This design comes from an exercise in tuning for small area on the open sky130 flow, not from production work. In this exercise RTL edits were held to simulation tests only and were not proved equivalent to the original. In run 1 the design's own scripts or RTL, not TritonCTS, make the clock network. No driver is modelled on the clock port, so clock power and skew are understated where the tree is cut down; a real chip needs a root buffer or a tree. Power and IR drop assume default switching activity.

===== config.mk =====
export PLATFORM = sky130hd
export DESIGN_NAME = Top
export DESIGN_NICKNAME = Top
export VERILOG_FILES = /design/flow/design.v
export SDC_FILE = /design/flow/constraint.sdc
export NUM_CORES = 4
export LEC_CHECK = 0
export ABC_AREA = 1
export CAP_MARGIN = 20
export CORE_MARGIN = 2
export CORE_UTILIZATION = 40
export SLEW_MARGIN = 20

===== constraint.sdc =====
create_clock -name core_clock -period 10.0 [get_ports {clk}]
set_input_delay 2.0000 -clock core_clock [delete_from_list [all_inputs] [get_ports {clk}]]
set_output_delay 2.0000 -clock core_clock [all_outputs]
set_load 0.01 [all_outputs]

===== design.v =====
localparam COLOR_BOARD  = 12'h985;
localparam COLOR_BG     = 12'h333;
localparam COLOR_BLACK  = 12'h111;
localparam COLOR_WHITE  = 12'heee;
localparam COLOR_CURSOR = 12'h4af;
localparam COLOR_ERROR  = 12'he3e;
`timescale 1ns/1ps
`default_nettype none
module Debounce(
    input var logic clk,
    input var logic rst,
    input var logic in,
    output var logic out
);
    logic [5:0] d;
    logic z, flip, a;
    assign z = ~(|d[4:0]);
    assign flip = d[5] & z;
    assign a = ~rst & (in ^ out ^ flip);
    always_ff @(posedge clk) begin
        d[0] <= a & (z | (d[5] ^ d[4]));
        d[5:1] <= {5{a}} & d[4:0];
        out <= ~rst & (out ^ flip);
    end
endmodule
`timescale 1ns/1ps
`default_nettype none
module Button(
    input var logic clk,
    input var logic rst,
    input var logic in,
    output var logic out
);
    logic deb_out, out_delay;
    Debounce deb(
        .clk, .rst, .in, .out(deb_out)
    );
    always_ff @(posedge clk) begin
        out <= deb_out & (~out_delay);
        out_delay <= deb_out;
    end
endmodule
`timescale 1ns/1ps
`default_nettype none
module VgaCtrl(
    input var logic clk,
    input var logic reset,
    output var logic hsync,
    output var logic vsync,
    output var logic [11:0] hc,
    output var logic [9:0] lc
);
    logic h_end, v_end;
    logic [9:0] px;
    assign px = hc[11:2];
    assign h_end = hc[11] & hc[10] & (&hc[6:0]);
    assign v_end = lc[9] & lc[4] & lc[3] & lc[2];
    logic [11:0] hcy;
    logic [9:0] lcy;
    always_comb begin
        hcy[0] = 1'b1;
        for (int i = 1; i < 12; i++) hcy[i] = hcy[i - 1] & hc[i - 1];
        lcy[0] = h_end;
        for (int i = 1; i < 10; i++) lcy[i] = lcy[i - 1] & lc[i - 1];
    end
    always_ff @(posedge clk) begin
        if (reset) begin
            hc <= 12'd3;
            lc <= 10'd16;
        end else begin
            hc <= h_end ? 12'd0 : hc ^ hcy;
            if (h_end & v_end) lc <= 10'd16;
            else lc <= lc ^ lcy;
        end
    end
    assign hsync = ~(px[9] & ~px[8] & px[7] & (|px[6:4]) & ~(&px[6:4]));
    logic px0;
    assign px0 = ~(|px);
    assign vsync = ~((lc[9:3] == 7'b0111111)
                     & (px0 ? (~lc[2] & lc[1]) : (~lc[2] & (lc[1] ^ lc[0]))));
endmodule
`timescale 1ns/1ps
`default_nettype none
module CellPixelLut(
    input var logic [5:0] local_v,
    input var logic [5:0] local_h,
    input var logic black,
    input var logic white,
    input var logic cell_selected,
    output var logic [11:0] cell_rgb
);
    logic [4:0] fv, fh;
    assign fv = local_v[4:0] ^ {5{local_v[5]}};
    assign fh = local_h[4:0] ^ {5{local_h[5]}};
    logic on_grid, on_border, in_circle;
    assign on_grid = (fv == 5'd31) | (fh == 5'd31);
    assign on_border = (fv[4:1] == 4'd0) | (fh[4:1] == 4'd0);
    logic [31:0] mask;
    always_comb begin
        case (fv)
            5'd0 : mask = 32'h00000000;
            5'd1 : mask = 32'h00000000;
            5'd2 : mask = 32'h00000000;
            5'd3 : mask = 32'hfe000000;
            5'd4 : mask = 32'hffe00000;
            5'd5 : mask = 32'hfff80000;
            5'd6 : mask = 32'hfffe0000;
            5'd7 : mask = 32'hffff0000;
            5'd8 : mask = 32'hffffc000;
            5'd9 : mask = 32'hffffe000;
            5'd10 : mask = 32'hfffff000;
            5'd11 : mask = 32'hfffff800;
            5'd12 : mask = 32'hfffffc00;
            5'd13 : mask = 32'hfffffe00;
            5'd14 : mask = 32'hfffffe00;
            5'd15 : mask = 32'hffffff00;
            5'd16 : mask = 32'hffffff80;
            5'd17 : mask = 32'hffffff80;
            5'd18 : mask = 32'hffffffc0;
            5'd19 : mask = 32'hffffffc0;
            5'd20 : mask = 32'hffffffe0;
            5'd21 : mask = 32'hffffffe0;
            5'd22 : mask = 32'hfffffff0;
            5'd23 : mask = 32'hfffffff0;
            5'd24 : mask = 32'hfffffff0;
            5'd25 : mask = 32'hfffffff0;
            5'd26 : mask = 32'hfffffff8;
            5'd27 : mask = 32'hfffffff8;
            5'd28 : mask = 32'hfffffff8;
            5'd29 : mask = 32'hfffffff8;
            5'd30 : mask = 32'hfffffff8;
            5'd31 : mask = 32'hfffffff8;
            default : mask = 32'h0;
        endcase
    end
    assign in_circle = mask[fh];
    always_comb begin
        if (cell_selected & on_border) cell_rgb = COLOR_CURSOR;
        else if (black & in_circle) cell_rgb = COLOR_BLACK;
        else if (white & in_circle) cell_rgb = COLOR_WHITE;
        else if (on_grid) cell_rgb = COLOR_BG;
        else cell_rgb = COLOR_BOARD;
    end
endmodule
`timescale 1ns/1ps
`default_nettype none
module VgaPixelGen(
    input var logic [11:0] hc,
    input var logic [9:0] lc,
    output var logic [3:0] vga_red,
    output var logic [3:0] vga_grn,
    output var logic [3:0] vga_blu,
    input var logic [35:0][1:0] bw,
    input var logic [5:0] rs,
    input var logic [5:0] cs
);
    logic [9:0] px;
    assign px = hc[11:2];
    logic visible;
    assign visible = ~(px[9] & (px[8] | px[7])) & ~(lc[9] | (&lc[8:4]));
    logic on_board;
    assign on_board = ~px[9] & (px[8] | px[7])
                      & ~lc[9] & (lc[8:6] != 3'd0) & (lc[8:6] != 3'd7);
    logic [5:0] vr, vcol;
    always_comb begin
        for (int k = 0; k < 6; k++) begin
            vr[k] = (lc[8:6] == 3'(k + 1));
            vcol[k] = (px[8:6] == 3'(k + 2));
        end
    end
    logic [1:0] cellv;
    always_comb begin
        cellv = 2'b00;
        for (int r = 0; r < 6; r++)
            for (int c = 0; c < 6; c++)
                cellv = cellv | ({2{vr[r] & vcol[c]}} & bw[6 * r + c]);
    end
    logic selected;
    assign selected = (|(rs & vr)) & (|(cs & vcol));
    logic [11:0] cell_rgb;
    CellPixelLut cell_pixel_lut(
        .local_v(lc[5:0]), .local_h(px[5:0]),
        .black(cellv[0]), .white(cellv[1]),
        .cell_selected(selected), .cell_rgb
    );
    always_comb begin
        if (~visible) {vga_red, vga_grn, vga_blu} = 12'h0;
        else if (~on_board) {vga_red, vga_grn, vga_blu} = COLOR_BG;
        else {vga_red, vga_grn, vga_blu} = cell_rgb;
    end
endmodule
`timescale 1ns/1ps
`default_nettype none
module GameStatusGen(
    input var logic [35:0][1:0] bw,
    output var logic [1:0] status
);
    logic black_win, white_win;
    assign black_win =
        (bw[1][0] & bw[2][0] & bw[3][0] & bw[4][0] & (bw[0][0] ^ bw[5][0]))
        | (bw[6][0] & bw[12][0] & bw[18][0] & bw[24][0] & (bw[0][0] ^ bw[30][0]))
        | (bw[7][0] & bw[8][0] & bw[9][0] & bw[10][0] & (bw[6][0] ^ bw[11][0]))
        | (bw[7][0] & bw[13][0] & bw[19][0] & bw[25][0] & (bw[1][0] ^ bw[31][0]))
        | (bw[13][0] & bw[14][0] & bw[15][0] & bw[16][0] & (bw[12][0] ^ bw[17][0]))
        | (bw[8][0] & bw[14][0] & bw[20][0] & bw[26][0] & (bw[2][0] ^ bw[32][0]))
        | (bw[19][0] & bw[20][0] & bw[21][0] & bw[22][0] & (bw[18][0] ^ bw[23][0]))
        | (bw[9][0] & bw[15][0] & bw[21][0] & bw[27][0] & (bw[3][0] ^ bw[33][0]))
        | (bw[25][0] & bw[26][0] & bw[27][0] & bw[28][0] & (bw[24][0] ^ bw[29][0]))
        | (bw[10][0] & bw[16][0] & bw[22][0] & bw[28][0] & (bw[4][0] ^ bw[34][0]))
        | (bw[31][0] & bw[32][0] & bw[33][0] & bw[34][0] & (bw[30][0] ^ bw[35][0]))
        | (bw[11][0] & bw[17][0] & bw[23][0] & bw[29][0] & (bw[5][0] ^ bw[35][0]))
        | (bw[7][0] & bw[14][0] & bw[21][0] & bw[28][0] & (bw[0][0] ^ bw[35][0]))
        | (bw[10][0] & bw[15][0] & bw[20][0] & bw[25][0] & (bw[5][0] ^ bw[30][0]))
        | (bw[1][0] & bw[8][0] & bw[15][0] & bw[22][0] & bw[29][0])
        | (bw[6][0] & bw[13][0] & bw[20][0] & bw[27][0] & bw[34][0])
        | (bw[4][0] & bw[9][0] & bw[14][0] & bw[19][0] & bw[24][0])
        | (bw[11][0] & bw[16][0] & bw[21][0] & bw[26][0] & bw[31][0]);
    assign white_win =
        (bw[1][1] & bw[2][1] & bw[3][1] & bw[4][1] & (bw[0][1] ^ bw[5][1]))
        | (bw[6][1] & bw[12][1] & bw[18][1] & bw[24][1] & (bw[0][1] ^ bw[30][1]))
        | (bw[7][1] & bw[8][1] & bw[9][1] & bw[10][1] & (bw[6][1] ^ bw[11][1]))
        | (bw[7][1] & bw[13][1] & bw[19][1] & bw[25][1] & (bw[1][1] ^ bw[31][1]))
        | (bw[13][1] & bw[14][1] & bw[15][1] & bw[16][1] & (bw[12][1] ^ bw[17][1]))
        | (bw[8][1] & bw[14][1] & bw[20][1] & bw[26][1] & (bw[2][1] ^ bw[32][1]))
        | (bw[19][1] & bw[20][1] & bw[21][1] & bw[22][1] & (bw[18][1] ^ bw[23][1]))
        | (bw[9][1] & bw[15][1] & bw[21][1] & bw[27][1] & (bw[3][1] ^ bw[33][1]))
        | (bw[25][1] & bw[26][1] & bw[27][1] & bw[28][1] & (bw[24][1] ^ bw[29][1]))
        | (bw[10][1] & bw[16][1] & bw[22][1] & bw[28][1] & (bw[4][1] ^ bw[34][1]))
        | (bw[31][1] & bw[32][1] & bw[33][1] & bw[34][1] & (bw[30][1] ^ bw[35][1]))
        | (bw[11][1] & bw[17][1] & bw[23][1] & bw[29][1] & (bw[5][1] ^ bw[35][1]))
        | (bw[7][1] & bw[14][1] & bw[21][1] & bw[28][1] & (bw[0][1] ^ bw[35][1]))
        | (bw[10][1] & bw[15][1] & bw[20][1] & bw[25][1] & (bw[5][1] ^ bw[30][1]))
        | (bw[1][1] & bw[8][1] & bw[15][1] & bw[22][1] & bw[29][1])
        | (bw[6][1] & bw[13][1] & bw[20][1] & bw[27][1] & bw[34][1])
        | (bw[4][1] & bw[9][1] & bw[14][1] & bw[19][1] & bw[24][1])
        | (bw[11][1] & bw[16][1] & bw[21][1] & bw[26][1] & bw[31][1]);
    assign status = black_win ? 2'b01 : (white_win ? 2'b10 : 2'b00);
endmodule
`timescale 1ns/1ps
`default_nettype none
module GameFsm(
    input var logic clk,
    input var logic rst,
    output var logic [35:0][1:0] bw,
    output var logic pw,
    output var logic [2:0] cr,
    output var logic [2:0] cc,
    output var logic [5:0] rs,
    output var logic [5:0] cs,
    input var logic up, down, left, right, center
);
    assign rs = {cr[2] & ~cr[1], cr[1] & ~cr[0], cr[2] & cr[0],
                 ~cr[2] & cr[1], ~cr[1] & cr[0], ~cr[2] & ~cr[0]};
    assign cs = {cc[2] & ~cc[1], cc[1] & ~cc[0], cc[2] & cc[0],
                 ~cc[2] & cc[1], ~cc[1] & cc[0], ~cc[2] & ~cc[0]};
    logic occ;
    always_comb begin
        occ = 1'b0;
        for (int r = 0; r < 6; r++)
            for (int c = 0; c < 6; c++)
                occ = occ | (rs[r] & cs[c] & (bw[6 * r + c][0] | bw[6 * r + c][1]));
    end
    logic place;
    assign place = center & ~occ;
    logic [5:0] ycol, xb, xw;
    always_comb begin
        for (int k = 0; k < 6; k++) begin
            ycol[k] = ~rst & cs[k];
            xb[k] = place & ~pw & rs[k];
            xw[k] = place & pw & rs[k];
        end
    end
    always_ff @(posedge clk) begin
        for (int r = 0; r < 6; r++)
            for (int c = 0; c < 6; c++) begin
                bw[6 * r + c][0] <= (bw[6 * r + c][0] & ~rst) | (xb[r] & ycol[c]);
                bw[6 * r + c][1] <= (bw[6 * r + c][1] & ~rst) | (xw[r] & ycol[c]);
            end
        if (rst) pw <= 1'b0;
        else if (place) pw <= ~pw;
    end
    logic c_lo, c_hi, r_lo, r_hi;
    assign c_lo = cs[0];
    assign c_hi = cs[5];
    assign r_lo = rs[0];
    assign r_hi = rs[5];
    logic [2:0] cr_dec, cr_inc, cc_dec, cc_inc;
    assign cr_inc = {cr[1], cr[0], ~cr[2]};
    assign cr_dec = {~cr[0], cr[2], cr[1]};
    assign cc_inc = {cc[1], cc[0], ~cc[2]};
    assign cc_dec = {~cc[0], cc[2], cc[1]};
    always_ff @(posedge clk) begin
        if (rst) begin
            cr <= 3'b000;
            cc <= 3'b000;
        end else if (left) begin
            if (~c_lo) cc <= cc_dec;
            else if (~r_lo) begin
                cc <= 3'b100;
                cr <= cr_dec;
            end
        end else if (right) begin
            if (~c_hi) cc <= cc_inc;
            else if (~r_hi) begin
                cc <= 3'b000;
                cr <= cr_inc;
            end
        end else if (up) begin
            if (~r_lo) cr <= cr_dec;
        end else if (down) begin
            if (~r_hi) cr <= cr_inc;
        end
    end
endmodule
`timescale 1ns/1ps
`default_nettype none
module Top(
    input var logic clk,
    input var logic rst,
    output var logic [3:0] vga_red,
    output var logic [3:0] vga_grn,
    output var logic [3:0] vga_blu,
    output var logic hsync,
    output var logic vsync,
    input var logic raw_up,
    input var logic raw_down,
    input var logic raw_left,
    input var logic raw_right,
    input var logic raw_center,
    output var logic [15:0] led
);
    logic [11:0] hc;
    logic [9:0] lc;
    logic [35:0][1:0] bw;
    logic pw;
    logic [2:0] cr, cc;
    logic [5:0] rs, cs;
    logic [1:0] status;
    logic up, down, left, right, center;
    Button btn_up(.clk, .rst, .in(raw_up), .out(up));
    Button btn_down(.clk, .rst, .in(raw_down), .out(down));
    Button btn_left(.clk, .rst, .in(raw_left), .out(left));
    Button btn_right(.clk, .rst, .in(raw_right), .out(right));
    Button btn_center(.clk, .rst, .in(raw_center), .out(center));
    assign led[15:2] = 14'b0;
    assign led[1:0] = status;
    GameFsm game_fsm(
        .clk, .rst, .bw, .pw, .cr, .cc, .rs, .cs,
        .up, .down, .left, .right, .center
    );
    GameStatusGen game_status_gen(.bw, .status);
    VgaPixelGen vga_pixel_gen(
        .hc, .lc, .vga_red, .vga_grn, .vga_blu, .bw, .rs, .cs
    );
    VgaCtrl vga_ctrl(
        .clk, .reset(rst), .hsync, .vsync, .hc, .lc
    );
endmodule

===== flow/run.sh =====
#!/bin/bash
# Layout flow: the standard flow (standard.sh) with these changes.
#  1. Synthesis runs ORFS's own synthesis script with a copy of ORFS's
#     scripts folder in which the one ABC call maps the design with each
#     flow/abc_cand_*.script and keeps the smallest result (multi_abc.tcl).
#     Registers are mapped before ABC runs. The standard synthesis is also
#     run on its own, and if the two netlists' registers (instance name, cell
#     type, output net) differ, the standard synthesis is used instead.
#  2. Clock tree: manual_cts.tcl (sourced before ORFS's CTS step) replaces
#     TritonCTS with a two-level tree: a root buffer and MCTS_K leaf buffers,
#     each driving an equal share of the registers, grouped by position.
#  3. Port buffers are buf_1 cells; constant outputs share one tie cell.
# Each tool's output goes to a log file in this folder.
set -euo pipefail
W=$PWD
RES=orfs/results/$FLOW_PLATFORM/Top/base

# the standard synthesis, in a folder of its own
sed -e "s|WORK_HOME=[^ ]*|WORK_HOME=$W/refsyn|" standard.sh > refsyn.sh
bash refsyn.sh synth > "$W/refsyn.log" 2>&1

# the synthesis with the best of several ABC scripts
rm -rf "$W/scripts_abc"
cp -r "$FLOW_HOME/scripts" "$W/scripts_abc"
cp "$W"/flow/abc_cand_*.script "$W/flow/multi_abc.tcl" "$W/scripts_abc/"
python3 - "$W/scripts_abc/synth.tcl" <<'PY'
import sys
p = sys.argv[1]
s = open(p).read()
old = "  log_cmd abc {*}$abc_args\n"
assert s.count(old) == 1
s = s.replace(old, "  source $::env(SCRIPTS_DIR)/multi_abc.tcl\n"
                   "  set ::multi_abc_dir $::env(SCRIPTS_DIR)\n"
                   "  multi_abc $abc_args $lib_args\n")
open(p, "w").write(s)
PY
SCRIPTS_DIR="$W/scripts_abc" bash standard.sh synth > "$W/synth.log" 2>&1

regs() {
  python3 - "$1" <<'PY'
import re, sys
text = open(sys.argv[1]).read()
out = []
for m in re.finditer(r'^\s*(sky130_fd_sc_hd__(?:df|ed|sdf|dl)\w*)\s+(\S+)\s*\((.*?)\);', text, re.M | re.S):
    q = re.search(r'\.Q\(([^)]*)\)', m.group(3))
    out.append((m.group(2), re.sub(r'_\d+$', '', m.group(1)), q.group(1).strip() if q else ''))
for r in sorted(out):
    print(*r)
PY
}
regs "$W/refsyn/results/$FLOW_PLATFORM/Top/base/1_2_yosys.v" > regs_ref.txt
regs "$W/$RES/1_2_yosys.v" > regs_new.txt
if ! cmp -s regs_ref.txt regs_new.txt; then
  echo "registers differ from the standard synthesis; using it" >> "$W/synth.log"
  rm -rf orfs
  bash standard.sh synth > "$W/synth2.log" 2>&1
fi

export PRE_CTS_TCL="$W/flow/manual_cts.tcl"
export MCTS_K=${MCTS_K:-16}
export MCTS_BUF=${MCTS_BUF:-sky130_fd_sc_hd__clkbuf_4}
export MCTS_ROOT=${MCTS_ROOT:-sky130_fd_sc_hd__clkbuf_16}
export BUFFER_PORTS_ARGS="-buffer_cell sky130_fd_sc_hd__buf_1"
export SKIP_REPAIR_TIE_FANOUT=1
bash standard.sh > "$W/layout.log" 2>&1

===== flow/abc_cand_s15.script =====
strash
dch -f
map -a
strash
dch -f
map -a
strash
dch -f
map -a
strash
dch -f
map -a
strash
dch -f
map -a
topo
dnsize -c

===== flow/abc_cand_s18.script =====
&get -n
&st
&dch -f
&nf -R 1000 -E 1000
&put

===== flow/abc_cand_s4.script =====
strash
dch -f
map -a
strash
dch -f
map -a
strash
dch -f
map -a
topo
dnsize -c

===== flow/abc_cand_s7.script =====
&get -n
&st
&dch -f
&nf -R 1000
&put
topo
dnsize -c

===== flow/manual_cts.tcl =====
# Clock distribution for a small design, in place of TritonCTS's H-tree:
# the clock port drives MCTS_K buffers (MCTS_BUF), each of which drives the
# clock pins of one cluster of registers (k-means on their placed positions).
# Sourced as PRE_CTS_TCL; it replaces the clock_tree_synthesis command that
# ORFS's cts.tcl then calls.
if { [info commands orig_clock_tree_synthesis] == "" } {
  rename clock_tree_synthesis orig_clock_tree_synthesis
}
proc clock_tree_synthesis { args } {
  set K [expr { [info exists ::env(MCTS_K)] ? $::env(MCTS_K) : 4 }]
  set bufname [expr { [info exists ::env(MCTS_BUF)] ? $::env(MCTS_BUF) : "sky130_fd_sc_hd__clkbuf_8" }]
  set db [ord::get_db]
  set block [ord::get_db_block]
  set master [$db findMaster $bufname]
  set clkport [$block findBTerm clk]
  set clknet [$clkport getNet]
  set sinks {}
  set xs {}
  set ys {}
  foreach it [$clknet getITerms] {
    set inst [$it getInst]
    set bb [$inst getBBox]
    lappend sinks $it
    lappend xs [expr { ([$bb xMin] + [$bb xMax]) / 2.0 }]
    lappend ys [expr { ([$bb yMin] + [$bb yMax]) / 2.0 }]
  }
  set n [llength $sinks]
  # clusters of equal size: split the sinks in halves by the median of the
  # wider coordinate, recursively, until there are K groups (K a power of 2)
  set groups [list [lsearch -all -inline -not [lrepeat $n x] y]]
  set groups [list {}]
  set all {}
  for { set i 0 } { $i < $n } { incr i } { lappend all $i }
  set groups [list $all]
  while { [llength $groups] < $K } {
    set next {}
    foreach g $groups {
      set gx [lmap i $g { lindex $xs $i }]
      set gy [lmap i $g { lindex $ys $i }]
      set wx [expr { [tcl::mathfunc::max {*}$gx] - [tcl::mathfunc::min {*}$gx] }]
      set wy [expr { [tcl::mathfunc::max {*}$gy] - [tcl::mathfunc::min {*}$gy] }]
      set key [expr { $wx >= $wy ? $gx : $gy }]
      set idx [lsort -real -indices $key]
      set h [expr { [llength $g] / 2 }]
      lappend next [lmap j [lrange $idx 0 [expr { $h - 1 }]] { lindex $g $j }]
      lappend next [lmap j [lrange $idx $h end] { lindex $g $j }]
    }
    set groups $next
  }
  set assign [lrepeat $n 0]
  set cx {}
  set cy {}
  set sc {}
  set k 0
  foreach g $groups {
    set sx 0.0
    set sy 0.0
    foreach i $g {
      lset assign $i $k
      set sx [expr { $sx + [lindex $xs $i] }]
      set sy [expr { $sy + [lindex $ys $i] }]
    }
    lappend cx [expr { $sx / [llength $g] }]
    lappend cy [expr { $sy / [llength $g] }]
    lappend sc [llength $g]
    incr k
  }
  # more than 4 leaf buffers: a root buffer between the port and them
  set src $clknet
  if { $K > 4 } {
    set rootname [expr { [info exists ::env(MCTS_ROOT)] ? $::env(MCTS_ROOT) : "sky130_fd_sc_hd__clkbuf_8" }]
    set root [odb::dbInst_create $block [$db findMaster $rootname] "clkbuf_m_root"]
    set src [odb::dbNet_create $block "clknet_m_root"]
    $src setSigType CLOCK
    [$root findITerm A] connect $clknet
    [$root findITerm X] connect $src
    set mx 0.0
    set my 0.0
    for { set k 0 } { $k < $K } { incr k } {
      set mx [expr { $mx + [lindex $cx $k] / $K }]
      set my [expr { $my + [lindex $cy $k] / $K }]
    }
    $root setLocation [expr { int($mx) }] [expr { int($my) }]
    $root setPlacementStatus PLACED
  }
  for { set k 0 } { $k < $K } { incr k } {
    set buf [odb::dbInst_create $block $master "clkbuf_m_$k"]
    set net [odb::dbNet_create $block "clknet_m_$k"]
    $net setSigType CLOCK
    [$buf findITerm A] connect $src
    [$buf findITerm X] connect $net
    for { set i 0 } { $i < $n } { incr i } {
      if { [lindex $assign $i] == $k } {
        set it [lindex $sinks $i]
        $it disconnect
        $it connect $net
      }
    }
    $buf setLocation [expr { int([lindex $cx $k]) }] [expr { int([lindex $cy $k]) }]
    $buf setPlacementStatus PLACED
    puts "manual CTS: buffer clkbuf_m_$k drives [lindex $sc $k] clock pins"
  }
  $clknet setSigType CLOCK
  set_propagated_clock [all_clocks]
}

===== flow/multi_abc.tcl =====
# Runs ABC once per candidate script (abc_cand_*.script beside this file) and
# keeps, for each module of the design, the mapping with the smallest area.
# abc_args are ORFS's abc arguments; their -script is replaced.
proc multi_abc { abc_args lib_args } {
  set cands [lsort [glob -nocomplain [file dirname [info script]]/abc_cand_*.script]]
  if { [info exists ::multi_abc_dir] } {
    set cands [lsort [glob -nocomplain $::multi_abc_dir/abc_cand_*.script]]
  }
  set si [lsearch -exact $abc_args -script]
  design -save multi_abc_pre
  array set best {}
  foreach c $cands {
    design -load multi_abc_pre
    set args [lreplace $abc_args [expr { $si + 1 }] [expr { $si + 1 }] $c]
    abc {*}$args
    set st [tee -q -s result.string stat {*}$lib_args]
    foreach {all m a} [regexp -all -inline {Chip area for module '\\?([^']+)': ([0-9.]+)} $st] {
      puts "multi_abc: $c $m $a"
      if { ![info exists best($m)] || $a < [lindex $best($m) 1] } {
        set best($m) [list $c $a]
      }
    }
  }
  design -load multi_abc_pre
  foreach m [array names best] {
    set c [lindex $best($m) 0]
    puts "multi_abc: module $m uses $c ([lindex $best($m) 1])"
    set args [lreplace $abc_args [expr { $si + 1 }] [expr { $si + 1 }] $c]
    abc {*}$args $m
  }
}

===== standard.sh =====
#!/bin/bash
# synth_recipe.tcl (not shown) runs the flow's synth.tcl, then flattens the netlist and writes it again
# the make line also repeats each setting of config.mk as NAME=value (left out here)
make -C /OpenROAD-flow-scripts/flow DESIGN_CONFIG=/design/flow/config.mk WORK_HOME=/design/flow/orfs CLKGATE_MAP_FILE= SYNTH_SCRIPT=/design/flow/synth_recipe.tcl "${@:-finish}"

==> results by group, run 1 <==
Run status
  • Outcome: finished clean

Worst setup path
  • Cell family with most CP delay: simple AND/OR/NAND/NOR gates
  • CP arrival: 3.45 ns
  • Crit path kind: reg -> out
  • Required @ worst endpoint: 8.00 ns
  • CP max FO: 8
  • CP Cell Sequence: clkinv_1 > nor3_1 > clkinv_1 > o22ai_1 > a221oi_1 > o221a_2 > o2111ai_1 > nand3b_1 > nand3_1 > nand2_1 > o21ai_0 > buf_1
  • CP Launch Type: register
  • CP bufs+invs: 3
  • CP max stage cell: nor3_1
  • CP most frequent cell: clkinv_1
  • Setup crit end kind: output pin
  • Slowest cell delay on critical path: 0.59 ns

Routing
  • Remaining DRCs: 0
  • Number of antenna-violating nets in the routed design: 0
  • Drt wl/cell: 19.5 um
  • Met3 Wirelength: 2.23 mm
  • Max layer used: met4
  • WL met2: 9.56 mm
  • Starting DRT DRC Count: 829
  • WL met1: 10.5 mm
  • Vias/cell: 5.80
  • Drt first pass iters: 6
  • Via count: 6900
  • WL final: 23.2 mm

Placed design
  • RePlAce Congestion: 1.01
  • HPWL Detailed: 17.3 mm
  • Number of port buffers: 22

Timing
  • Tmin final: 5.45 ns
  • Final hold viol count: 0
  • Rel. slew slack: 0.328
  • Worst-margin pin slew: 1.00 ns
  • Skew final: 0.0240 ns
  • Total Negative Setup Slacks: 0 ns
  • Max-slew violations: 0
  • Fmax: 184 MHz
  • Part of the cycle the worst path needs: 0.545
  • Final setup fails: 0
  • Unrepaired setup endpoints after global routing: no

Synth
  • Synth unique cells: 35
  • Mapped Area: 0.00711 mm2
  • Number of synthesized register bits: 146
  • Async set-reset flop share out of synthesis: 0
  • Largest family of logic cells by synthesized area: compound AO/OA/AOI/OAI gates
  • EDFF count, synth: 0
  • Prevailing post-synth register cell: dfxtp_1
  • Simple-gate area share of the yosys netlist: 0.186
  • Synth Area per Inst: 7.62 um2
  • Post-synthesis sequential area ratio: 0.411
  • Synth Area in XOR/XNOR: 0.0370
  • Fraction of synthesized area in multiplexers: 0
  • Gate Count Post-Synth: 933
  • Synth Area in Compound Gates: 0.218
  • Adder-cell share of the synthesized area: 0.0387
  • YS warnings: 6

Flow run
  • Max_cap viols: 0

Clock network
  • Reg clk slew, reported paths: 0.10 ns
  • Hold buffer count at CTS: 0
  • Setup Buffers After CTS: 0
  • CTS resizes: 0
  • Clk Latency, worst-skew pair: 0.41 ns

Global route
  • Initial antenna violation count: 0
  • First-pass GRT wire length: 35.7 mm
  • Tot GR Track Use: 0.246
  • Largest net degree at the start of global routing: 44
  • GR Overflow Total: 0
  • Vias in the first global route: 6286

Floorplan
  • Die ar.: 0.0188 mm2
  • Die width: 137 um
  • Starting Density: 0.409
  • I/O pins: 37
  • Die H: 137 um
  • Placeable Area: 0.0174 mm2
  • # rows: 48

Power and ir drop
  • Pwr per Cell Area: 120 mW/mm2
  • Leakage Power: 0.00249 uW
  • Maximum vdd ir drop: 0.0000752 V
  • Total Power: 905 uW

Layout
  • Filler instances: 1801
  • Layout cells sized above 1: 0.0394
  • Nets@finish: 996
  • Multi-input logic area: 0.00341 mm2
  • Most frequent cells in the layout: 169 x clkinv_1, 146 x dfxtp_1, 102 x nor2_1
  • Commonest non-fill, non-tap cell in the layout: clkinv_1
  • Layout Area Growth over Synthesis: 6.44%
  • FF/Latch Area: 0.00292 mm2
  • Antenna Cells: 0

Worst hold path
  • Hold Path Class: reg -> reg
[final cells by class]
cell class | count | area share
plain buffers | 17 | 0.0192
inverters | 169 | 0.0839
multi-input cells | 600 | 0.451
flip-flops and latches | 146 | 0.386
well taps | 225 | 0.0372
repair buffers | 33 | 0.0220
[per-layer routing]
layer	vias up	global-route usage
met5	-	0
met2	355	0.367
li1	3341	-
met1	3126	0.353
met4	0	0.0905
met3	78	0.0430
[worst register-to-register path: stages (launching register included)]
cell       delay (ns)
dfxtp_1          0.34
clkinv_1         0.09
nor2_1           0.18
o21ai_0          0.14
nand3_1          0.13
o41ai_1          0.39
o2111ai_1        0.19
nor4_1           0.79
nand2_1          0.41
o21ai_0          0.25
[synth_stat cells, drive strengths merged (2+ instances only)]
cell type / instances / area (um2)
a21oi: 46 / 230
o2111ai: 3 / 26.3
ha: 22 / 275
a41oi: 2 / 17.5
a31oi: 12 / 75.1
nor4: 21 / 131
o21ai: 67 / 335
a22oi: 21 / 158
nor2: 102 / 383
or2: 8 / 50.1
a221oi: 6 / 52.6
o41ai: 6 / 52.6
nand3: 24 / 120
nand2: 71 / 267
xor2: 11 / 96.3
nand4: 28 / 175
nor3: 35 / 175
buf: 18 / 135
dfxtp: 146 / 2920
o22ai: 80 / 500
xnor2: 19 / 166
o31ai: 4 / 30.0
clkinv: 169 / 634
[final timing paths]
check | startpoint | endpoint | slack (ns) | cells past startpoint
worst max-delay path | vga_ctrl.hc[10] | vga_grn[1] | 4.55 | 12
worst min-delay path | btn_right.out_delay | btn_right.out | 0.38 | 1
worst max register to register | game_fsm.cc[1] | game_fsm.bw[32] | 7.02 | 9
worst min register to register | btn_right.out_delay | btn_right.out | 0.38 | 1
[kinds of logic (layout without fill, tap and decap cells)]
| family | count (synthesis) | after routing |
|---|---|---|
| and+or+nand+nor | 292 | 292 |
| AOI/OAI and AO/OA | 255 | 255 |
| buffers and inverters | 187 | 219 |
| DFF | 146 | 146 |
| xor gates and xnor gates | 30 | 30 |
| adders and majority gates | 22 | 22 |
| other | 1 | 1 |
[flip-flops by register name, indices dropped and copies added (netlist names), 3 cells and up]
name	cells
btn_left.deb.d	6
vga_ctrl.hc	12
game_fsm.bw	72
game_fsm.cr	3
vga_ctrl.lc	10
btn_down.deb.d	6
game_fsm.cc	3
btn_right.deb.d	6
btn_up.deb.d	6
btn_center.deb.d	6
[stage by stage]
stage | utilization | setup slack [ns] | cell area (um2) | std cells | hold WS (ns)
5_1_grt | 0.436 | 4.17 | 7560 | 1190 | 0.395
2_1_floorplan | - | 5.46 | 7110 | 933 | 0.366
3_5_place_dp | 0.427 | 5.02 | 7420 | 1173 | 0.369
6_report | 0.436 | 4.55 | 7560 | 1190 | 0.383
4_1_cts | 0.436 | 4.55 | 7560 | 1190 | 0.387
3_3_place_gp | 0.427 | 5.10 | 7420 | 1173 | 0.370
[power breakdown]
part	switching [uW]	internal [uW]	total [uW]
Sequential	2.98	585	588
Clock	189	93.0	282
Combinational	25.6	9.57	35.2
Total	217	688	905
==> inputs of run 2 (changes only) <==
--- a/design.v
+++ b/design.v
@@ -197,39 +197,39 @@
 );
     logic black_win, white_win;
     assign black_win =
-        (bw[1][0] & bw[2][0] & bw[3][0] & bw[4][0] & (bw[0][0] ^ bw[5][0]))
-        | (bw[6][0] & bw[12][0] & bw[18][0] & bw[24][0] & (bw[0][0] ^ bw[30][0]))
-        | (bw[7][0] & bw[8][0] & bw[9][0] & bw[10][0] & (bw[6][0] ^ bw[11][0]))
-        | (bw[7][0] & bw[13][0] & bw[19][0] & bw[25][0] & (bw[1][0] ^ bw[31][0]))
-        | (bw[13][0] & bw[14][0] & bw[15][0] & bw[16][0] & (bw[12][0] ^ bw[17][0]))
-        | (bw[8][0] & bw[14][0] & bw[20][0] & bw[26][0] & (bw[2][0] ^ bw[32][0]))
-        | (bw[19][0] & bw[20][0] & bw[21][0] & bw[22][0] & (bw[18][0] ^ bw[23][0]))
-        | (bw[9][0] & bw[15][0] & bw[21][0] & bw[27][0] & (bw[3][0] ^ bw[33][0]))
-        | (bw[25][0] & bw[26][0] & bw[27][0] & bw[28][0] & (bw[24][0] ^ bw[29][0]))
-        | (bw[10][0] & bw[16][0] & bw[22][0] & bw[28][0] & (bw[4][0] ^ bw[34][0]))
-        | (bw[31][0] & bw[32][0] & bw[33][0] & bw[34][0] & (bw[30][0] ^ bw[35][0]))
-        | (bw[11][0] & bw[17][0] & bw[23][0] & bw[29][0] & (bw[5][0] ^ bw[35][0]))
-        | (bw[7][0] & bw[14][0] & bw[21][0] & bw[28][0] & (bw[0][0] ^ bw[35][0]))
-        | (bw[10][0] & bw[15][0] & bw[20][0] & bw[25][0] & (bw[5][0] ^ bw[30][0]))
+        (bw[1][0] & bw[2][0] & bw[3][0] & bw[4][0] & (bw[0][0] | bw[5][0]) & ~(bw[0][0] & bw[5][0]))
+        | (bw[6][0] & bw[12][0] & bw[18][0] & bw[24][0] & (bw[0][0] | bw[30][0]) & ~(bw[0][0] & bw[30][0]))
+        | (bw[7][0] & bw[8][0] & bw[9][0] & bw[10][0] & (bw[6][0] | bw[11][0]) & ~(bw[6][0] & bw[11][0]))
+        | (bw[7][0] & bw[13][0] & bw[19][0] & bw[25][0] & (bw[1][0] | bw[31][0]) & ~(bw[1][0] & bw[31][0]))
+        | (bw[13][0] & bw[14][0] & bw[15][0] & bw[16][0] & (bw[12][0] | bw[17][0]) & ~(bw[12][0] & bw[17][0]))
+        | (bw[8][0] & bw[14][0] & bw[20][0] & bw[26][0] & (bw[2][0] | bw[32][0]) & ~(bw[2][0] & bw[32][0]))
+        | (bw[19][0] & bw[20][0] & bw[21][0] & bw[22][0] & (bw[18][0] | bw[23][0]) & ~(bw[18][0] & bw[23][0]))
+        | (bw[9][0] & bw[15][0] & bw[21][0] & bw[27][0] & (bw[3][0] | bw[33][0]) & ~(bw[3][0] & bw[33][0]))
+        | (bw[25][0] & bw[26][0] & bw[27][0] & bw[28][0] & (bw[24][0] | bw[29][0]) & ~(bw[24][0] & bw[29][0]))
+        | (bw[10][0] & bw[16][0] & bw[22][0] & bw[28][0] & (bw[4][0] | bw[34][0]) & ~(bw[4][0] & bw[34][0]))
+        | (bw[31][0] & bw[32][0] & bw[33][0] & bw[34][0] & (bw[30][0] | bw[35][0]) & ~(bw[30][0] & bw[35][0]))
+        | (bw[11][0] & bw[17][0] & bw[23][0] & bw[29][0] & (bw[5][0] | bw[35][0]) & ~(bw[5][0] & bw[35][0]))
+        | (bw[7][0] & bw[14][0] & bw[21][0] & bw[28][0] & (bw[0][0] | bw[35][0]) & ~(bw[0][0] & bw[35][0]))
+        | (bw[10][0] & bw[15][0] & bw[20][0] & bw[25][0] & (bw[5][0] | bw[30][0]) & ~(bw[5][0] & bw[30][0]))
         | (bw[1][0] & bw[8][0] & bw[15][0] & bw[22][0] & bw[29][0])
         | (bw[6][0] & bw[13][0] & bw[20][0] & bw[27][0] & bw[34][0])
         | (bw[4][0] & bw[9][0] & bw[14][0] & bw[19][0] & bw[24][0])
         | (bw[11][0] & bw[16][0] & bw[21][0] & bw[26][0] & bw[31][0]);
     assign white_win =
-        (bw[1][1] & bw[2][1] & bw[3][1] & bw[4][1] & (bw[0][1] ^ bw[5][1]))
-        | (bw[6][1] & bw[12][1] & bw[18][1] & bw[24][1] & (bw[0][1] ^ bw[30][1]))
-        | (bw[7][1] & bw[8][1] & bw[9][1] & bw[10][1] & (bw[6][1] ^ bw[11][1]))
-        | (bw[7][1] & bw[13][1] & bw[19][1] & bw[25][1] & (bw[1][1] ^ bw[31][1]))
-        | (bw[13][1] & bw[14][1] & bw[15][1] & bw[16][1] & (bw[12][1] ^ bw[17][1]))
-        | (bw[8][1] & bw[14][1] & bw[20][1] & bw[26][1] & (bw[2][1] ^ bw[32][1]))
-        | (bw[19][1] & bw[20][1] & bw[21][1] & bw[22][1] & (bw[18][1] ^ bw[23][1]))
-        | (bw[9][1] & bw[15][1] & bw[21][1] & bw[27][1] & (bw[3][1] ^ bw[33][1]))
-        | (bw[25][1] & bw[26][1] & bw[27][1] & bw[28][1] & (bw[24][1] ^ bw[29][1]))
-        | (bw[10][1] & bw[16][1] & bw[22][1] & bw[28][1] & (bw[4][1] ^ bw[34][1]))
-        | (bw[31][1] & bw[32][1] & bw[33][1] & bw[34][1] & (bw[30][1] ^ bw[35][1]))
-        | (bw[11][1] & bw[17][1] & bw[23][1] & bw[29][1] & (bw[5][1] ^ bw[35][1]))
-        | (bw[7][1] & bw[14][1] & bw[21][1] & bw[28][1] & (bw[0][1] ^ bw[35][1]))
-        | (bw[10][1] & bw[15][1] & bw[20][1] & bw[25][1] & (bw[5][1] ^ bw[30][1]))
+        (bw[1][1] & bw[2][1] & bw[3][1] & bw[4][1] & (bw[0][1] | bw[5][1]) & ~(bw[0][1] & bw[5][1]))
+        | (bw[6][1] & bw[12][1] & bw[18][1] & bw[24][1] & (bw[0][1] | bw[30][1]) & ~(bw[0][1] & bw[30][1]))
+        | (bw[7][1] & bw[8][1] & bw[9][1] & bw[10][1] & (bw[6][1] | bw[11][1]) & ~(bw[6][1] & bw[11][1]))
+        | (bw[7][1] & bw[13][1] & bw[19][1] & bw[25][1] & (bw[1][1] | bw[31][1]) & ~(bw[1][1] & bw[31][1]))
+        | (bw[13][1] & bw[14][1] & bw[15][1] & bw[16][1] & (bw[12][1] | bw[17][1]) & ~(bw[12][1] & bw[17][1]))
+        | (bw[8][1] & bw[14][1] & bw[20][1] & bw[26][1] & (bw[2][1] | bw[32][1]) & ~(bw[2][1] & bw[32][1]))
+        | (bw[19][1] & bw[20][1] & bw[21][1] & bw[22][1] & (bw[18][1] | bw[23][1]) & ~(bw[18][1] & bw[23][1]))
+        | (bw[9][1] & bw[15][1] & bw[21][1] & bw[27][1] & (bw[3][1] | bw[33][1]) & ~(bw[3][1] & bw[33][1]))
+        | (bw[25][1] & bw[26][1] & bw[27][1] & bw[28][1] & (bw[24][1] | bw[29][1]) & ~(bw[24][1] & bw[29][1]))
+        | (bw[10][1] & bw[16][1] & bw[22][1] & bw[28][1] & (bw[4][1] | bw[34][1]) & ~(bw[4][1] & bw[34][1]))
+        | (bw[31][1] & bw[32][1] & bw[33][1] & bw[34][1] & (bw[30][1] | bw[35][1]) & ~(bw[30][1] & bw[35][1]))
+        | (bw[11][1] & bw[17][1] & bw[23][1] & bw[29][1] & (bw[5][1] | bw[35][1]) & ~(bw[5][1] & bw[35][1]))
+        | (bw[7][1] & bw[14][1] & bw[21][1] & bw[28][1] & (bw[0][1] | bw[35][1]) & ~(bw[0][1] & bw[35][1]))
+        | (bw[10][1] & bw[15][1] & bw[20][1] & bw[25][1] & (bw[5][1] | bw[30][1]) & ~(bw[5][1] & bw[30][1]))
         | (bw[1][1] & bw[8][1] & bw[15][1] & bw[22][1] & bw[29][1])
         | (bw[6][1] & bw[13][1] & bw[20][1] & bw[27][1] & bw[34][1])
         | (bw[4][1] & bw[9][1] & bw[14][1] & bw[19][1] & bw[24][1])
--- a/flow/run.sh
+++ b/flow/run.sh
@@ -6,11 +6,8 @@
 #     Registers are mapped before ABC runs. The standard synthesis is also
 #     run on its own, and if the two netlists' registers (instance name, cell
 #     type, output net) differ, the standard synthesis is used instead.
-#  2. Clock tree: manual_cts.tcl (sourced before ORFS's CTS step) replaces
-#     TritonCTS with a two-level tree: a root buffer and MCTS_K leaf buffers,
-#     each driving an equal share of the registers, grouped by position.
+#  2. CTS uses clkbuf_8 buffers only and no dummy loads.
 #  3. Port buffers are buf_1 cells; constant outputs share one tie cell.
-# Each tool's output goes to a log file in this folder.
 set -euo pipefail
 W=$PWD
 RES=orfs/results/$FLOW_PLATFORM/Top/base
@@ -56,10 +53,8 @@
   bash standard.sh synth > "$W/synth2.log" 2>&1
 fi
 
-export PRE_CTS_TCL="$W/flow/manual_cts.tcl"
-export MCTS_K=${MCTS_K:-16}
-export MCTS_BUF=${MCTS_BUF:-sky130_fd_sc_hd__clkbuf_4}
-export MCTS_ROOT=${MCTS_ROOT:-sky130_fd_sc_hd__clkbuf_16}
+export CTS_ARGS="-sink_clustering_enable -repair_clock_nets -buf_list sky130_fd_sc_hd__clkbuf_8 -dont_use_dummy_load"
+export REMOVE_ABC_BUFFERS=1
 export BUFFER_PORTS_ARGS="-buffer_cell sky130_fd_sc_hd__buf_1"
 export SKIP_REPAIR_TIE_FANOUT=1
 bash standard.sh > "$W/layout.log" 2>&1
--- a/config.mk
+++ b/config.mk
@@ -9,4 +9,5 @@
 export CAP_MARGIN = 20
 export CORE_MARGIN = 2
 export CORE_UTILIZATION = 40
+export GPL_TIMING_DRIVEN = 0
 export SLEW_MARGIN = 20
removed: flow/manual_cts.tcl
==> run 2 against run 1 <==
Compared with the run above: still clean on timing, DRC and antenna; flip-flop and latch count did not move; synthesized cell count fell by 9.2%; register-to-register slack got worse by 0.62 ns; fmax fell by 34%; hold slack got worse by 0.0069 ns; sequential power barely moved; power rose by 5.6%; worst setup slack got worse by 2.8 ns; first-iteration DRC count fell by 18%; routed wire length fell by 13%; largest power group unchanged.
==> results by group, run 2 <==
Run status
  • Outcome: finished clean

Floorplan
  • # rows: 48 (unchanged)
  • I/O pins: 37 (unchanged)
  • Starting Density: 0.410 (+0.000915)
  • Die H: 137 um (about the same)
  • Die ar.: 0.0188 mm2 (-0.12%)
  • Die width: 137 um (about the same)
  • Placeable Area: 0.0173 mm2 (-0.35%)

Global route
  • Initial antenna violation count: 0 (unchanged)
  • Largest net degree at the start of global routing: 43 (-2.3%)
  • Tot GR Track Use: 0.221 (-0.0241)
  • Vias in the first global route: 5946 (-5.4%)
  • GR Overflow Total: 0 (unchanged)
  • First-pass GRT wire length: 32.1 mm (-10%)

Layout
  • Filler instances: 1757 (-2.4%)
  • Commonest non-fill, non-tap cell in the layout: nor2_1
  • Most frequent cells in the layout: 154 x nor2_1, 146 x dfxtp_1, 85 x a21oi_1
  • Layout cells sized above 1: 0.0389 (-0.000521)
  • Largest registers: game_fsm.bw x72, vga_ctrl.hc x12, vga_ctrl.lc x10
  • Layout Area Growth over Synthesis: 8.64%
  • Nets@finish: 906 (-9.0%)
  • Antenna Cells: 0 (unchanged)
  • Most flops, register: game_fsm.bw
  • Fin cells: 1100 (-7.6%)
  • Max FFs per register: 72 (unchanged)
  • Design Area, Final: 0.00771 mm2 (+1.9%)

Clock network
  • Root Buffer: clkbuf_8
  • Reg clk slew, reported paths: 0.08 ns (-0.02 ns)
  • Num Clock Sinks: 146
  • Clk Latency, worst-skew pair: 0.46 ns (+0.05 ns)
  • Inserted Clock Buffers: 17
  • H-Tree Level Count: 4
  • CTS resizes: 0 (unchanged)
  • Setup Buffers After CTS: 0 (unchanged)
  • Clk buf depth: 2
  • Hold buffer count at CTS: 0 (unchanged)
  • CTS tree: done

Synth
  • Number of synthesized register bits: 146 (unchanged)
  • Largest family of logic cells by synthesized area: simple AND/OR/NAND/NOR gates
  • Async set-reset flop share out of synthesis: 0 (unchanged)
  • Synth Area per Inst: 8.38 um2 (+10%)
  • Post-synthesis sequential area ratio: 0.412 (+0.000508)
  • Adder-cell share of the synthesized area: 0.0388 (+0.0000478)
  • Synth top area cells: dfxtp_1 41%, nor2_1 8.3%, a21oi_1 6.0%
  • EDFF count, synth: 0 (unchanged)
  • Top cells by count, synth: 157 x nor2_1, 146 x dfxtp_1, 85 x a21oi_1
  • Prevailing post-synth register cell: dfxtp_1
  • Synth unique cells: 45 (+29%)
  • Cell accounting for the most synthesized area: dfxtp_1
  • Most frequent cell after synthesis: nor2_1
  • Proportion of netlist area held by the largest area contributor: 0.412 (+0.000508)
  • Simple-gate area share of the yosys netlist: 0.253 (+0.0672)
  • Fraction of synthesized area in multiplexers: 0.00423 (+0.00423)
  • YS warnings: 6 (unchanged)
  • Mapped Area: 0.00710 mm2 (-0.12%)
  • Synth Area in XOR/XNOR: 0.0703 (+0.0334)
  • Synth Area in Compound Gates: 0.198 (-0.0198)
  • Gate Count Post-Synth: 847 (-9.2%)

Worst setup path
  • CP max FO: 10 (+2)
  • Setup crit end kind: output pin
  • CP arrival: 6.29 ns (+2.84 ns)
  • Required @ worst endpoint: 8.00 ns (about the same)
  • Flop-to-flop setup slack: 6.40 ns (-0.62 ns)
  • Reg-to-reg endpoint: game_fsm.bw[5]
  • Reg2Reg Depth: 10 (+1)
  • CP max stage cell: dfxtp_1
  • Slowest cell delay on critical path: 0.50 ns (-0.09 ns)
  • Crit path kind: reg -> out
  • Cell family with most CP delay: compound AO/OA/AOI/OAI gates
  • CP most frequent cell: a221o_1
  • CP Launch Type: register
  • CP bufs+invs: 1 (-2)
  • Reg-to-Reg Start: game_fsm.cc[2]

Worst hold path
  • Hold Path Class: reg -> reg
  • WHS Path Cells: 0 (-1)
  • Hold path startpoint: btn_up.deb.out
  • Hold EP: btn_up.out_delay

Power and ir drop
  • Sw Share: 0.220 (-0.0203)
  • Combinational Power Share: 0.032 (-0.007)
  • Net Sw Power: 210 uW (-3.3%)
  • Leakage Power: 0.00267 uW (+7.1%)
  • Pwr per Cell Area: 124 mW/mm2 (+3.6%)
  • Reg power frac: 0.616 (-0.034)
  • Clock power share: 0.352 (+0.041)
  • Maximum vdd ir drop: 0.0000916 V (+22%)
  • P_int: 746 uW (+8.4%)

Routing
  • Number of antenna-violating nets in the routed design: 0 (unchanged)
  • Drt wl/cell: 18.3 um (-6.0%)
  • Remaining DRCs: 0 (unchanged)
  • WL final: 20.2 mm (-13%)
  • Via count: 6505 (-5.7%)
  • Vias/cell: 5.91 (+2.0%)
  • Drt first pass iters: 6 (unchanged)
  • Starting DRT DRC Count: 678 (-18%)

Timing
  • Total Negative Setup Slacks: 0 ns (unchanged)
  • Tmin final: 8.29 ns (+2.84 ns)
  • Worst-margin pin slew: 1.03 ns (+0.0329 ns)
  • PnR worst setup slack: 1.71 ns (-2.84 ns)
  • Max-slew violations: 0 (unchanged)
  • Unrepaired setup endpoints after global routing: no
  • Fmax: 121 MHz (-34%)
  • Hold slack: 0.376 ns (-0.00688 ns)
  • Rel. slew slack: 0.305 (-0.0221)
  • Final hold viol count: 0 (unchanged)
  • Skew final: 0.0329 ns (+0.00899 ns)
  • Final setup fails: 0 (unchanged)
  • Part of the cycle the worst path needs: 0.829 (+0.284)

Placed design
  • Number of port buffers: 22 (unchanged)
  • HPWL Detailed: 14.2 mm (-18%)
  • Pre-CTS WS: 2.32 ns (-2.70 ns)
  • Area after DPL: 0.00747 mm2 (+0.69%)
  • RePlAce Congestion: 0.986 (-2.6%)
  • Placed Cells: 1083 (-7.7%)

Flow run
  • Max_cap viols: 0 (unchanged)
run 2: power groups by stage:
stage / clock (uW) / combinational (uW) / sequential (uW)
floorplan: 0 / 18.2 / 602
detailed placement: 0 / 30.7 / 602
finish: 337 / 30.6 / 589
CTS: 349 / 30.9 / 589
global placement: 0 / 29.1 / 602
global route: 374 / 35.2 / 590
run 2: cells by family after synthesis:
group	count (synthesis)
mux	3
xor+xnor	57
compound gates	228
flops	146
other cells	1
simple gates	365
buf+inv	25
fa+ha+maj	22
run 2: worst max path at each step:
stage	startpoint	slack, ns	to	cells after the start
after floorplan	vga_ctrl.hc[10]	2.81	vga_red[0]	24
after global placement	vga_ctrl.hc[10]	2.27	vga_red[1]	25
after detailed placement	vga_ctrl.hc[10]	2.32	vga_red[1]	25
after CTS	vga_ctrl.hc[10]	1.79	vga_red[1]	25
after global routing	vga_ctrl.hc[10]	1.39	vga_red[1]	25
final	vga_ctrl.hc[10]	1.71	vga_red[1]	25
run 2: final cells by class:
| type | instances | area (um2) | share of cell area |
|---|---|---|---|
| repair buffers | 29 | 195 | 0.0253 |
| well taps | 225 | 282 | 0.0365 |
| flip-flops and latches | 146 | 2920 | 0.379 |
| clock buffers | 17 | 234 | 0.0303 |
| inverters | 7 | 26.3 | 0.00341 |
| multi-input cells | 676 | 4050 | 0.525 |
run 2: metal layers:
layer / vias up / track usage / share of wire
li1: 3134 / - / -
met1: 2998 / 0.298 / 0.44
met2: 306 / 0.332 / 0.43
met3: 67 / 0.0618 / 0.091
met4: 0 / 0.0968 / 0.039
met5: - / 0 / 0
run 2: metrics by stage:
stage | power [uW] | util
floorplan | 620 | -
global placement | 631 | 0.424
detailed placement | 633 | 0.432
CTS | 969 | 0.445
global route | 999 | 0.446
finish | 956 | 0.446
==> inputs of run 3 (changes only) <==
removed: flow/abc_cand_s18.script
removed: flow/abc_cand_s7.script
==> run 3 against run 2 <==
Compared with the run above: synthesized area is essentially flat; hold slack lost 0.019 ns; still clean on timing, DRC and antenna; die area is essentially flat; worst setup slack gained 2.1 ns; routed wire length grew 11%; power grew 1.2%; clock power grew 2%; clock-buffer cell count is the same; sequential share of layout area grew 0.50 points; critical path type unchanged; flip-flop and latch count is the same; via count grew 5.7%; first-iteration DRC count grew 23%.
==> results by group, run 3 <==
Worst hold path
  • Hold path startpoint: btn_down.out_delay
  • WHS Path Cells: 1 (+1)
  • Hold EP: btn_down.out
  • Hold Path Class: reg -> reg

Placed design
  • Number of port buffers: 22 (unchanged)
  • HPWL Detailed: 16.6 mm (+17%)
  • RePlAce Congestion: 1.02 (+3.9%)
  • Placed Cells: 1168 (+7.8%)
  • Area after DPL: 0.00737 mm2 (-1.3%)

Worst setup path
  • Crit path kind: reg -> out
  • Reg2Reg Depth: 11 (+1)
  • Required @ worst endpoint: 8.00 ns (about the same)
  • Slowest cell delay on critical path: 0.71 ns (+0.21 ns)
  • CP max FO: 8 (-2)
  • Setup crit end kind: output pin
  • Flop-to-flop setup slack: 7.14 ns (+0.74 ns)
  • Reg-to-Reg Start: game_fsm.cc[2]
  • Reg-to-reg endpoint: game_fsm.bw[13]
  • CP max stage cell: nor3_1
  • CP Cell Sequence: clkinv_1 > nor3_1 > clkinv_1 > o22ai_1 > o21ai_0 > o2111a_1 > a41oi_1 > clkinv_1 > nand2_1 > nor2_1 > a31oi_1 > nand2_1 > nor2_1 > buf_1
  • CP Launch Type: register
  • CP most frequent cell: clkinv_1
  • CP arrival: 4.20 ns (-2.09 ns)

Clock network
  • Inserted Clock Buffers: 17 (unchanged)
  • CTS resizes: 0 (unchanged)
  • Clk Latency, worst-skew pair: 0.46 ns (about the same)
  • Num Clock Sinks: 146 (unchanged)
  • Setup Buffers After CTS: 0 (unchanged)
  • CTS tree: done
  • Hold buffer count at CTS: 0 (unchanged)
  • H-Tree Level Count: 4 (unchanged)
  • Reg clk slew, reported paths: 0.08 ns (about the same)
  • Clk buf depth: 2 (unchanged)
  • Root Buffer: clkbuf_8

Global route
  • GR Overflow Total: 0 (unchanged)
  • Tot GR Track Use: 0.244 (+0.0225)
  • First-pass GRT wire length: 34.8 mm (+8.5%)
  • Largest net degree at the start of global routing: 39 (-9.3%)
  • Initial antenna violation count: 0 (unchanged)
  • Vias in the first global route: 6318 (+6.3%)

Layout
  • Largest registers: game_fsm.bw x72, vga_ctrl.hc x12, vga_ctrl.lc x10
  • Nets@finish: 991 (+9.4%)
  • Antenna Cells: 0 (unchanged)
  • Multi-input logic area: 0.00336 mm2 (-17%)
  • FF/Latch Area: 0.00292 mm2 (unchanged)
  • Filler instances: 1783 (+1.5%)
  • Most flops, register: game_fsm.bw
  • Most frequent cells in the layout: 182 x clkinv_1, 146 x dfxtp_1, 105 x nor2_1
  • Commonest non-fill, non-tap cell in the layout: clkinv_1
  • Fin cells: 1185 (+7.7%)
  • Design Area, Final: 0.00761 mm2 (-1.3%)
  • Layout Area Growth over Synthesis: 7.17%
  • Max FFs per register: 72 (unchanged)
  • Layout cells sized above 1: 0.0292 (-0.00969)

Synth
  • Gate Count Post-Synth: 937 (+11%)
  • Synth unique cells: 32 (-29%)
  • Async set-reset flop share out of synthesis: 0 (unchanged)
  • Proportion of netlist area held by the largest area contributor: 0.412 (about the same)
  • Synth top area cells: dfxtp_1 41%, clkinv_1 9.6%, o22ai_1 8.5%
  • Post-synthesis sequential area ratio: 0.412 (about the same)
  • Mapped Area: 0.00710 mm2 (about the same)
  • Cell accounting for the most synthesized area: dfxtp_1
  • EDFF count, synth: 0 (unchanged)
  • Number of synthesized register bits: 146 (unchanged)
  • Top cells by count, synth: 182 x clkinv_1, 146 x dfxtp_1, 105 x nor2_1
  • YS warnings: 6 (unchanged)
  • Prevailing post-synth register cell: dfxtp_1
  • Most frequent cell after synthesis: clkinv_1
  • Synth Area per Inst: 7.58 um2 (-9.6%)

Routing
  • Starting DRT DRC Count: 834 (+23%)
  • Vias/cell: 5.80 (-1.9%)
  • Via count: 6874 (+5.7%)
  • Remaining DRCs: 0 (unchanged)
  • Drt wl/cell: 18.8 um (+2.7%)
  • Number of antenna-violating nets in the routed design: 0 (unchanged)
  • Drt first pass iters: 5 (-1)
  • WL final: 22.3 mm (+11%)

Power and ir drop
  • Total Power: 968 uW (+1.2%)
  • Combinational Power Share: 0.037 (+0.005)
  • Maximum vdd ir drop: 0.000125 V (+36%)
  • P_int: 746 uW (about the same)
  • Reg power frac: 0.608 (-0.008)
  • Clock power share: 0.356 (+0.004)
  • Leakage Power: 0.00238 uW (-11%)
  • Pwr per Cell Area: 127 mW/mm2 (+2.6%)
  • Net Sw Power: 222 uW (+5.7%)
  • Sw Share: 0.230 (+0.00964)

Timing
  • Worst-margin pin slew: 1.10 ns (+0.0691 ns)
  • Part of the cycle the worst path needs: 0.620 (-0.209)
  • Final hold viol count: 0 (unchanged)
  • Hold slack: 0.358 ns (-0.0188 ns)
  • Fmax: 161 MHz (+34%)
  • Max-slew violations: 0 (unchanged)
  • Unrepaired setup endpoints after global routing: no
  • Final setup fails: 0 (unchanged)
  • Rel. slew slack: 0.260 (-0.0454)
  • Skew final: 0.0194 ns (-0.0135 ns)
  • Tmin final: 6.20 ns (-2.09 ns)
  • Total Negative Setup Slacks: 0 ns (unchanged)

Floorplan
  • I/O pins: 37 (unchanged)
  • # rows: 48 (unchanged)
  • Placeable Area: 0.0173 mm2 (unchanged)
  • Starting Density: 0.410 (about the same)
  • Die H: 137 um (about the same)
  • Die ar.: 0.0188 mm2 (about the same)
  • Die width: 137 um (about the same)

Run status
  • Outcome: finished clean

Flow run
  • Max_cap viols: 0 (unchanged)
[run 3: cell count changes after synthesis, sizes merged, moves of 22 or more]
cell,delta
nand4,-23
a21oi,-40
nand2,+22
o22ai,+78
clkinv,+175
and2,-46
nor3,+23
o21ai,+32
nor2,-52
[run 3: layout make-up]
| type | count | share of cell area |
|---|---|---|
| multi-input cells | 591 | 0.442 |
| well taps | 225 | 0.0370 |
| repair buffers | 24 | 0.0163 |
| clock buffers | 17 | 0.0308 |
| flip-flops and latches | 146 | 0.384 |
| inverters | 182 | 0.0898 |
[run 3: per-stage QoR]
step	util	worst slack [ns]
final	0.440	3.80
after global routing	0.440	3.37
after CTS	0.440	3.74
after detailed placement	0.426	4.24
after global placement	0.424	1.72
after floorplan	-	5.38
[run 3: critical path, delay by kind of cell (launching register included)]
| family | cells | cell delay, ns |
|---|---|---|
| DFF | 1 | 0.51 |
| and+or+nand+nor | 5 | 1.10 |
| AOI/OAI and AO/OA | 5 | 1.09 |
| buffers and inverters | 4 | 1.06 |
[run 3: cells by family (layout without fill, tap and decap cells)]
kind of cell | count (synthesis) | after routing | share of synthesized area
AO/OA/AOI/OAI | 263 | 263 | 0.220
XOR/XNOR | 34 | 34 | 0.0419
adder cells (fa/ha/maj) | 22 | 22 | 0.0388
buffers and inverters | 200 | 223 | 0.115
flip-flops | 146 | 146 | 0.412
other | 1 | 1 | 0.000528
AND/OR/NAND/NOR | 271 | 271 | 0.172
[run 3: layer usage]
layer / global-route usage / part of all wire / vias up
met4: 0.125 / 0.044 / 0
met1: 0.320 / 0.43 / 3129
met3: 0.0508 / 0.083 / 82
li1: - / - / 3305
met5: 0 / 0 / -
met2: 0.378 / 0.44 / 358
[run 3: power by group through the flow]
stage          logic [uW]  clock network (uW)  registers [uW]
5_1_grt              40.3                 374             589
6_report             35.4                 344             588
3_3_place_gp         33.9                   0             602
4_1_cts              35.5                 353             588
3_5_place_dp         35.3                   0             602
2_1_floorplan        21.6                   0             601
[run 3: worst max path at each step]
stage / start / end / slack, ns / cells past startpoint
2_1_floorplan: vga_ctrl.hc[9] / vga_grn[0] / 5.38 / 13
3_3_place_gp: rst / game_fsm.bw[58] / 1.72 / 4
3_5_place_dp: vga_ctrl.hc[9] / vga_grn[0] / 4.24 / 14
4_1_cts: vga_ctrl.hc[9] / vga_grn[0] / 3.74 / 14
5_1_grt: vga_ctrl.hc[10] / vga_grn[0] / 3.37 / 14
6_report: vga_ctrl.hc[10] / vga_grn[0] / 3.80 / 14

==> static timing again, ports no longer ideal <==
The results above use ideal ports. As a check the final layouts listed here were re-extracted and re-timed, cells and wires unchanged. Step 1: set_driving_cell puts a clkbuf_16 on clk and a buf_2 on each other input, an assumption about the parent block. Step 2 moves the port delays by t, midway between the first and last clock arrival at a register: inputs arrive t later, outputs are due t later. That takes back most of the time a late clock gives input paths. a / b / c = no drivers / after step 1 / after step 2; a / b = the first two.
run | shift t [ns] | slack for setup (ns) | hold WS [ns] | clock arrival spread, ns | pins driven straight from the clock port
run 1 | 0.440 | 4.551 / 4.512 / 4.952 | 0.383 / 0.383 / 0.383 | 0.024 / 0.024 | 1
run 2 | 0.482 | 1.715 / 1.674 / 2.155 | 0.376 / 0.376 / 0.376 | 0.045 / 0.045 | 1
run 3 | 0.486 | 3.801 / 3.762 / 4.248 | 0.358 / 0.358 / 0.358 | 0.022 / 0.022 | 1
After both steps every run listed still meets setup and hold.
